Source: an optimization exercise on an open RTL-to-GDS flow (aim: small area). Production flows keep margins and buffers that such runs may drop. Function was checked by simulation only, so behaviour that the tests miss may differ from the original. No driver is modelled on the clock port, so clocking that relies on it looks cheaper here than on a real chip. Power and IR drop assume default switching activity.

== run A ==
==> flow/design.v <==
module debounce(input pb_1, clk, reset, output pb_out, output slow_clk_en);
  reg [17:0] cnt;
  reg q0, q1, q2;
  assign slow_clk_en = (cnt[17:12] == 6'h00) && (cnt[10:0] == 11'h321);
  wire clr = reset | slow_clk_en;
  always @(posedge clk) begin
    if (clr)
      cnt <= 18'd0;
    else
      cnt <= {~cnt[16:0], cnt[17] ^ cnt[6]};
  end
  always @(posedge clk) begin
    if (reset) begin
      q0 <= 1'b0;
      q1 <= 1'b0;
      q2 <= 1'b0;
    end else if (slow_clk_en) begin
      q0 <= pb_1;
      q1 <= q0;
      q2 <= q1;
    end
  end
  assign pb_out = q1 & ~q2 & slow_clk_en;
endmodule
module division(input [3:0] sw, input clk, btn, reset, output [7:0] led);
  reg [7:0] dividend;
  reg [7:0] divisor;
  reg [7:0] quotient;
  reg [7:0] remainder;
  reg [3:0] btn_counter;   
  reg [3:0] k;         
  reg       show_q;
  wire pb_out, strobe;
  wire [3:0] pc_next = {btn_counter[2:0],
                        btn_counter[3] ^ btn_counter[2] ^ (btn_counter[2:0] == 3'b000)};
  debounce db (.pb_1(btn), .clk(clk), .reset(reset), .pb_out(pb_out), .slow_clk_en(strobe));
  always @(posedge clk) begin
    if (reset) begin
      dividend <= 8'd0;
      divisor <= 8'd0;
    end
    if (pb_out) begin
      case (btn_counter)
        4'b0000: dividend[7:4] <= sw;
        4'b0001: dividend[3:0] <= sw;
        4'b0010: divisor[7:4] <= sw;
        4'b0100: divisor[3:0] <= sw;
        default: ;
      endcase
    end
    btn_counter <= ({4{pb_out}} & pc_next) | ({4{~pb_out & ~reset}} & btn_counter);
  end
  wire       run = !(btn_counter == 4'b0000 || btn_counter == 4'b0001 ||
                     btn_counter == 4'b0010 || btn_counter == 4'b0100);
  wire [3:0] k0  = reset ? 4'd7 : k;
  wire [7:0] q0  = reset ? 8'd0 : quotient;
  wire [7:0] r0  = reset ? 8'd0 : remainder;
  wire [7:0] r2   = {r0[6:0], dividend[k0[2:0]]};
  wire [8:0] diff = {1'b0, r2} - {1'b0, divisor};
  wire       ge   = ~diff[8];
  always @(posedge clk) begin
    if (run) begin
      if (divisor > dividend) begin
        quotient <= 8'd0;
        remainder <= dividend;
        k <= k0;
      end else if (!k0[3]) begin
        quotient <= {q0[6:0], ge};
        remainder <= ge ? diff[7:0] : r2;
        k <= k0 - 4'd1;
      end else begin
        quotient <= q0;
        remainder <= r0;
        k <= k0;
      end
      show_q <= (btn_counter == 4'b1001);
    end else begin
      quotient <= q0;
      remainder <= r0;
      k <= k0;
      if (reset)
        show_q <= 1'b0;
    end
  end
  assign led = show_q ? quotient : remainder;
endmodule
Settings: LEC_CHECK=0, CAP_MARGIN=20, CORE_MARGIN=2, CORE_UTILIZATION=40, SLEW_MARGIN=20; clock period 10.0 ns.
standard.sh (not shown) runs the stock make flow with config.mk's settings and CLKGATE_MAP_FILE= SYNTH_SCRIPT=/design/flow/synth_recipe.tcl, a recipe that flattens the netlist after the stock synthesis.
==> flow/flow/run.sh <==
#!/bin/bash
set -euo pipefail
W=$(pwd)
YOSYS=$FLOW_HOME/../tools/install/yosys/bin/yosys
[ -x "$YOSYS" ] || YOSYS=yosys
R=$W/orfs/results/$FLOW_PLATFORM/division/base

bash standard.sh synth > $W/log_synth.txt 2>&1
cp $R/1_2_yosys.v $W/synth_std.v

# cells the platform marks don't-use
DU=$(sed -n '/^export DONT_USE_CELLS/,/^$/p' $FLOW_HOME/platforms/$FLOW_PLATFORM/config.mk \
      | grep -o 'sky130_fd_sc_hd__[A-Za-z0-9_]*' | tr '\n' ' ')
export REMAP_DONT_USE="$DU"
export REMAP_IN=$W/synth_std.v
export REMAP_LIB=$FLOW_HOME/platforms/$FLOW_PLATFORM/lib/sky130_fd_sc_hd__tt_025C_1v80.lib
regs() { grep -oE '^\s*sky130_fd_sc_hd__(e?dfx|df|sdf|dl)[a-z0-9_]* +\S+' "$1" | sed -E 's/_[0-9]+ +/ /' | sort; }
# several ABC runs (deepsyn seeds, amap with and without choices); the
# smallest netlist that
# keeps the standard synthesis's registers is used
remap() {  # remap NAME SCRIPT-TEXT
  printf "$2" > $W/remap_$1.abc
  REMAP_OUT=$W/remap_$1.v REMAP_SCRIPT=$W/remap_$1.abc \
    timeout 600 $YOSYS -c $W/flow/remap.tcl > $W/log_remap_$1.txt 2>&1 || true
}
i=0
for S in 0 1 2 3 4 5 6 7 8 9 10 11 12 13 14 15; do
  remap s$S "strash\n&get -n\n&deepsyn -J 100 -T 120 -S $S\n&put\ndch -f\namap\n" &
  remap sa$S "strash\n&get -n\n&deepsyn -J 100 -T 120 -S $S\n&put\namap\n" &
  i=$((i+2)); if [ $((i % 4)) -eq 0 ]; then wait; fi
done
wait
best=""; besta=""
for f in $W/remap_s*.v; do
  [ -f "$f.stat" ] || continue
  a=$(awk '/Chip area/ {print $NF}' "$f.stat")
  [ -n "$a" ] || continue
  [ -n "$(regs $W/synth_std.v)" ] && [ "$(regs $W/synth_std.v)" == "$(regs $f)" ] || continue
  if [ -z "$besta" ] || awk -v a=$a -v b=$besta 'BEGIN{exit !(a<b)}'; then best=$f; besta=$a; fi
done
echo "remap picked: $best $besta" > $W/log_remap_pick.txt
if [ -n "$best" ]; then
  cp $best $R/1_2_yosys.v
  touch $R/1_2_yosys.v
  rm -f $R/1_synth.odb
fi

layout() {  # layout CLOCK-BUFFER LOG
  bash standard.sh \
    "CTS_ARGS=-sink_clustering_enable -repair_clock_nets -dont_use_dummy_load -buf_list $1" \
    "BUFFER_PORTS_ARGS=-buffer_cell sky130_fd_sc_hd__buf_1" \
    finish > $2 2>&1
}
layout sky130_fd_sc_hd__clkbuf_4 $W/log_layout.txt

RESULTS=$R openroad -no_init -exit $W/flow/clkslew.tcl > $W/log_clkslew.txt 2>&1 || true
slew=$(awk '/^CLKSLEW_PS/ {print $2}' $W/log_clkslew.txt)
if [ -z "$slew" ] || awk -v s="$slew" 'BEGIN{exit !(s > 122)}'; then
  mkdir -p $W/first_layout
  cp $R/6_final.odb $W/first_layout/ 2>/dev/null || true
  rm -f $R/4_* $R/5_* $R/6_* $W/out/final.def
  layout sky130_fd_sc_hd__clkbuf_8 $W/log_layout2.txt
fi
==> flow/flow/clkslew.tcl <==
# Prints the largest slew (ps) at a flip-flop clock pin of the final layout,
# with its extracted parasitics.
set R $::env(RESULTS)
read_liberty $::env(REMAP_LIB)
read_db $R/6_final.odb
read_sdc $R/6_final.sdc
read_spef $R/6_final.spef
set worst 0.0
foreach pin [get_pins -hierarchical */CLK] {
  foreach a {min max} {
    foreach e {rise fall} {
      set s [get_property $pin slew_${a}_$e]
      if {[string is double -strict $s]} {
        set ps [expr {[sta::time_ui_sta $s] * 1e12}]
        if {$ps > $worst} { set worst $ps }
      }
    }
  }
}
puts "CLKSLEW_PS $worst"
Other scripts of this flow, unchanged in this note and not shown: flow/flow/remap.tcl
For run B, these inputs were changed with respect to run A:
==> flow/flow/run.sh <==
#!/bin/bash
# Own layout flow: the standard synthesis, then its combinational logic mapped
# again by ABC for area, best of several runs (registers, their names and cell types kept as the
# standard synthesis made them), then the standard layout steps, with clock
# tree synthesis run without dummy loads and with clkbuf_4 only, and the
# port buffers made of buf_1.
set -euo pipefail
W=$(pwd)
YOSYS=$FLOW_HOME/../tools/install/yosys/bin/yosys
[ -x "$YOSYS" ] || YOSYS=yosys
R=$W/orfs/results/$FLOW_PLATFORM/division/base

bash standard.sh synth > $W/log_synth.txt 2>&1
cp $R/1_2_yosys.v $W/synth_std.v

# cells the platform marks don't-use
DU=$(sed -n '/^export DONT_USE_CELLS/,/^$/p' $FLOW_HOME/platforms/$FLOW_PLATFORM/config.mk \
      | grep -o 'sky130_fd_sc_hd__[A-Za-z0-9_]*' | tr '\n' ' ')
export REMAP_DONT_USE="$DU"
export REMAP_IN=$W/synth_std.v
export REMAP_LIB=$FLOW_HOME/platforms/$FLOW_PLATFORM/lib/sky130_fd_sc_hd__tt_025C_1v80.lib
regs() { grep -oE '^\s*sky130_fd_sc_hd__(e?dfx|df|sdf|dl)[a-z0-9_]* +\S+' "$1" | sed -E 's/_[0-9]+ +/ /' | sort; }
# several ABC runs (one per deepsyn seed); the smallest netlist that
# keeps the standard synthesis's registers is used
remap() {  # remap NAME SCRIPT-TEXT
  printf "$2" > $W/remap_$1.abc
  REMAP_OUT=$W/remap_$1.v REMAP_SCRIPT=$W/remap_$1.abc \
    timeout 600 $YOSYS -c $W/flow/remap.tcl > $W/log_remap_$1.txt 2>&1 || true
}
i=0
for S in 0 1 2 3 4 5 6 7; do
  remap s$S "strash\n&get -n\n&deepsyn -J 100 -T 120 -S $S\n&put\ndch -f\namap\n" &
  i=$((i+1)); if [ $((i % 4)) -eq 0 ]; then wait; fi
done
wait
best=""; besta=""
for f in $W/remap_s*.v; do
  [ -f "$f.stat" ] || continue
  a=$(awk '/Chip area/ {print $NF}' "$f.stat")
  [ -n "$a" ] || continue
  [ -n "$(regs $W/synth_std.v)" ] && [ "$(regs $W/synth_std.v)" == "$(regs $f)" ] || continue
  if [ -z "$besta" ] || awk -v a=$a -v b=$besta 'BEGIN{exit !(a<b)}'; then best=$f; besta=$a; fi
done
echo "remap picked: $best $besta" > $W/log_remap_pick.txt
if [ -n "$best" ]; then
  cp $best $R/1_2_yosys.v
  touch $R/1_2_yosys.v
  rm -f $R/1_synth.odb
fi

bash standard.sh \
  "CTS_ARGS=-sink_clustering_enable -repair_clock_nets -dont_use_dummy_load -buf_list sky130_fd_sc_hd__clkbuf_4" \
  "BUFFER_PORTS_ARGS=-buffer_cell sky130_fd_sc_hd__buf_1" \
  finish > $W/log_layout.txt 2>&1
removed: flow/flow/clkslew.tcl
## What came out
Against run A, run B comes in about 1.8% higher on number of placed instances with taps included. Internal power: run A vs run B, no meaningful difference. On horizontal extent of the die, run B tracks run A almost exactly. Ratio of final minimum period to clock period sits lower in run B than in run A. Number of design-rule violations left by the first detailed-router iteration sits lower in run B than in run A. Between run A and run B, the difference in power share of the combinational group is negligible. Between run B and run A, the post-route total power figures differ only marginally. Global-route wire length before repair was lower in the run labelled run B. Run A has a lower worst IR drop on VDD than run B. Core utilization across run A and run B: no real change. Compared with run A, run B ends up with more cell area.
[inputs] run C vs run B
-- flow/flow/run.sh --
<<< run B, line 1
#!/bin/bash
# Own layout flow: the standard synthesis, then its combinational logic mapped
# again by ABC for area, best of several runs (registers, their names and cell types kept as the
# standard synthesis made them), then the standard layout steps, with clock
# tree synthesis run without dummy loads and with clkbuf_4 only, and the
# port buffers made of buf_1.
set -euo pipefail
>>> run C, line 1
#!/bin/bash
set -euo pipefail
<<< run B, line 22
regs() { grep -oE '^\s*sky130_fd_sc_hd__(e?dfx|df|sdf|dl)[a-z0-9_]* +\S+' "$1" | sed -E 's/_[0-9]+ +/ /' | sort; }
# several ABC runs (one per deepsyn seed); the smallest netlist that
# keeps the standard synthesis's registers is used
>>> run C, line 17
regs() { grep -oE '^\s*sky130_fd_sc_hd__(e?dfx|df|sdf|dl)[a-z0-9_]* +\S+' "$1" | sed -E 's/_[0-9]+ +/ /' | sort; }
# several ABC runs (deepsyn seeds, amap with and without choices); the
# smallest netlist that
# keeps the standard synthesis's registers is used
<<< run B, line 30
i=0
for S in 0 1 2 3 4 5 6 7; do
  remap s$S "strash\n&get -n\n&deepsyn -J 100 -T 120 -S $S\n&put\ndch -f\namap\n" &
  i=$((i+1)); if [ $((i % 4)) -eq 0 ]; then wait; fi
done
>>> run C, line 26
i=0
for S in 0 1 2 3 4 5 6 7 8 9 10 11 12 13 14 15; do
  remap s$S "strash\n&get -n\n&deepsyn -J 100 -T 120 -S $S\n&put\ndch -f\namap\n" &
  remap sa$S "strash\n&get -n\n&deepsyn -J 100 -T 120 -S $S\n&put\namap\n" &
  i=$((i+2)); if [ $((i % 4)) -eq 0 ]; then wait; fi
done
<<< run B, line 50

bash standard.sh \
  "CTS_ARGS=-sink_clustering_enable -repair_clock_nets -dont_use_dummy_load -buf_list sky130_fd_sc_hd__clkbuf_4" \
  "BUFFER_PORTS_ARGS=-buffer_cell sky130_fd_sc_hd__buf_1" \
  finish > $W/log_layout.txt 2>&1
>>> run C, line 47

layout() {  # layout CLOCK-BUFFER LOG
  bash standard.sh \
    "CTS_ARGS=-sink_clustering_enable -repair_clock_nets -dont_use_dummy_load -buf_list $1" \
    "BUFFER_PORTS_ARGS=-buffer_cell sky130_fd_sc_hd__buf_1" \
    finish > $2 2>&1
}
layout sky130_fd_sc_hd__clkbuf_4 $W/log_layout.txt

RESULTS=$R openroad -no_init -exit $W/flow/clkslew.tcl > $W/log_clkslew.txt 2>&1 || true
slew=$(awk '/^CLKSLEW_PS/ {print $2}' $W/log_clkslew.txt)
if [ -z "$slew" ] || awk -v s="$slew" 'BEGIN{exit !(s > 118)}'; then
  mkdir -p $W/first_layout
  cp $R/6_final.odb $W/first_layout/ 2>/dev/null || true
  rm -f $R/4_* $R/5_* $R/6_* $W/out/final.def
  layout sky130_fd_sc_hd__clkbuf_8 $W/log_layout2.txt
fi
==> flow/flow/clkslew.tcl (new file) <==
# Prints the largest slew (ps) at a flip-flop clock pin of the final layout,
# with its extracted parasitics.
set R $::env(RESULTS)
read_liberty $::env(REMAP_LIB)
read_db $R/6_final.odb
read_sdc $R/6_final.sdc
read_spef $R/6_final.spef
set worst 0.0
foreach pin [get_pins -hierarchical */CLK] {
  foreach a {min max} {
    foreach e {rise fall} {
      set s [get_property $pin slew_${a}_$e]
      if {[string is double -strict $s]} {
        set ps [expr {[sta::time_ui_sta $s] * 1e12}]
        if {$ps > $worst} { set worst $ps }
      }
    }
  }
}
puts "CLKSLEW_PS $worst"
- Per the comparison of run C with run B, largest fanout on the critical path has remained practically unchanged; detailed-route wire length on metal 1 increased about 0.7%; net switching share of the total power went down by 0.95 points.
- The length of routed met2 wiring on run B is in line with that on run C.
- Fraction of area in clock buffers and inverters in run C is 2.1 points above run B.
- The final layouts of run C and run B pass the timing, DRC and antenna checks.
Here is what was changed in the inputs of run D compared with run C.
-- flow/flow/run.sh --
<<< run C, line 51
    "BUFFER_PORTS_ARGS=-buffer_cell sky130_fd_sc_hd__buf_1" \
    finish > $2 2>&1
>>> run D, line 51
    "BUFFER_PORTS_ARGS=-buffer_cell sky130_fd_sc_hd__buf_1" \
    "POST_CTS_TCL=$W/flow/post_cts.tcl" \
    finish > $2 2>&1
==> flow/flow/post_cts.tcl (new file) <==
set my_upsized 0
foreach inst [[ord::get_db_block] getInsts] {
  if {[[$inst getMaster] getName] ne "sky130_fd_sc_hd__clkbuf_4"} { continue }
  set out [$inst findITerm X]
  if {$out eq "NULL"} { continue }
  set net [$out getNet]
  if {$net eq "NULL"} { continue }
  if {[llength [$net getITerms]] - 1 >= 11} {
    puts "post_cts: [$inst getName] drives [expr {[llength [$net getITerms]] - 1}] pins, now clkbuf_8"
    replace_cell [get_cells [$inst getName]] sky130_fd_sc_hd__clkbuf_8
    incr my_upsized
  }
}
if {$my_upsized > 0} {
  detailed_placement
  check_placement -verbose
  estimate_parasitics -placement
}
==> comparison <==
- Run D: done, clean on timing, DRC and antenna
- The flow did not stop early for run C: all stages ran, and the layout cleared the timing, DRC and antenna checks.
- From run C to run D the numbers moved as follows: global-route usage higher; synthesized net count roughly the same.
- Total routed wirelength, run D vs run C: up slightly

-- separate check: timing with driven ports --
No port has a modelled driver above. Below, the same layouts with a new extraction and two added sets of constraints. Step 1 (the two cells are an assumption about what drives the block):
set clk [get_ports {clk}]
set_driving_cell -lib_cell sky130_fd_sc_hd__clkbuf_16 $clk
set_driving_cell -lib_cell sky130_fd_sc_hd__buf_2 [delete_from_list [all_inputs] $clk]
Step 2, shift: input delay + t, output delay - t, t = (earliest + latest rising clock arrival at the registers) / 2. This alone moves slack from input paths to output paths. Three values: no drivers, after step 1, after step 2; two values: the first two.
run | t, ns | slack for setup (ns) | worst setup path after step 2 | slew at the worst register clock pin (ns)
run A | 0.421 | 3.533 / 3.536 / 3.115 | input to register | 0.12 / 0.12
run B | 0.418 | 4.185 / 4.185 / 3.767 | input to register | 0.10 / 0.10
run C | 0.355 | 3.518 / 3.524 / 3.169 | input to register | 0.08 / 0.08
run D | 0.415 | 3.546 / 3.549 / 3.134 | input to register | 0.09 / 0.09
After both steps setup and hold are still met in every run listed.
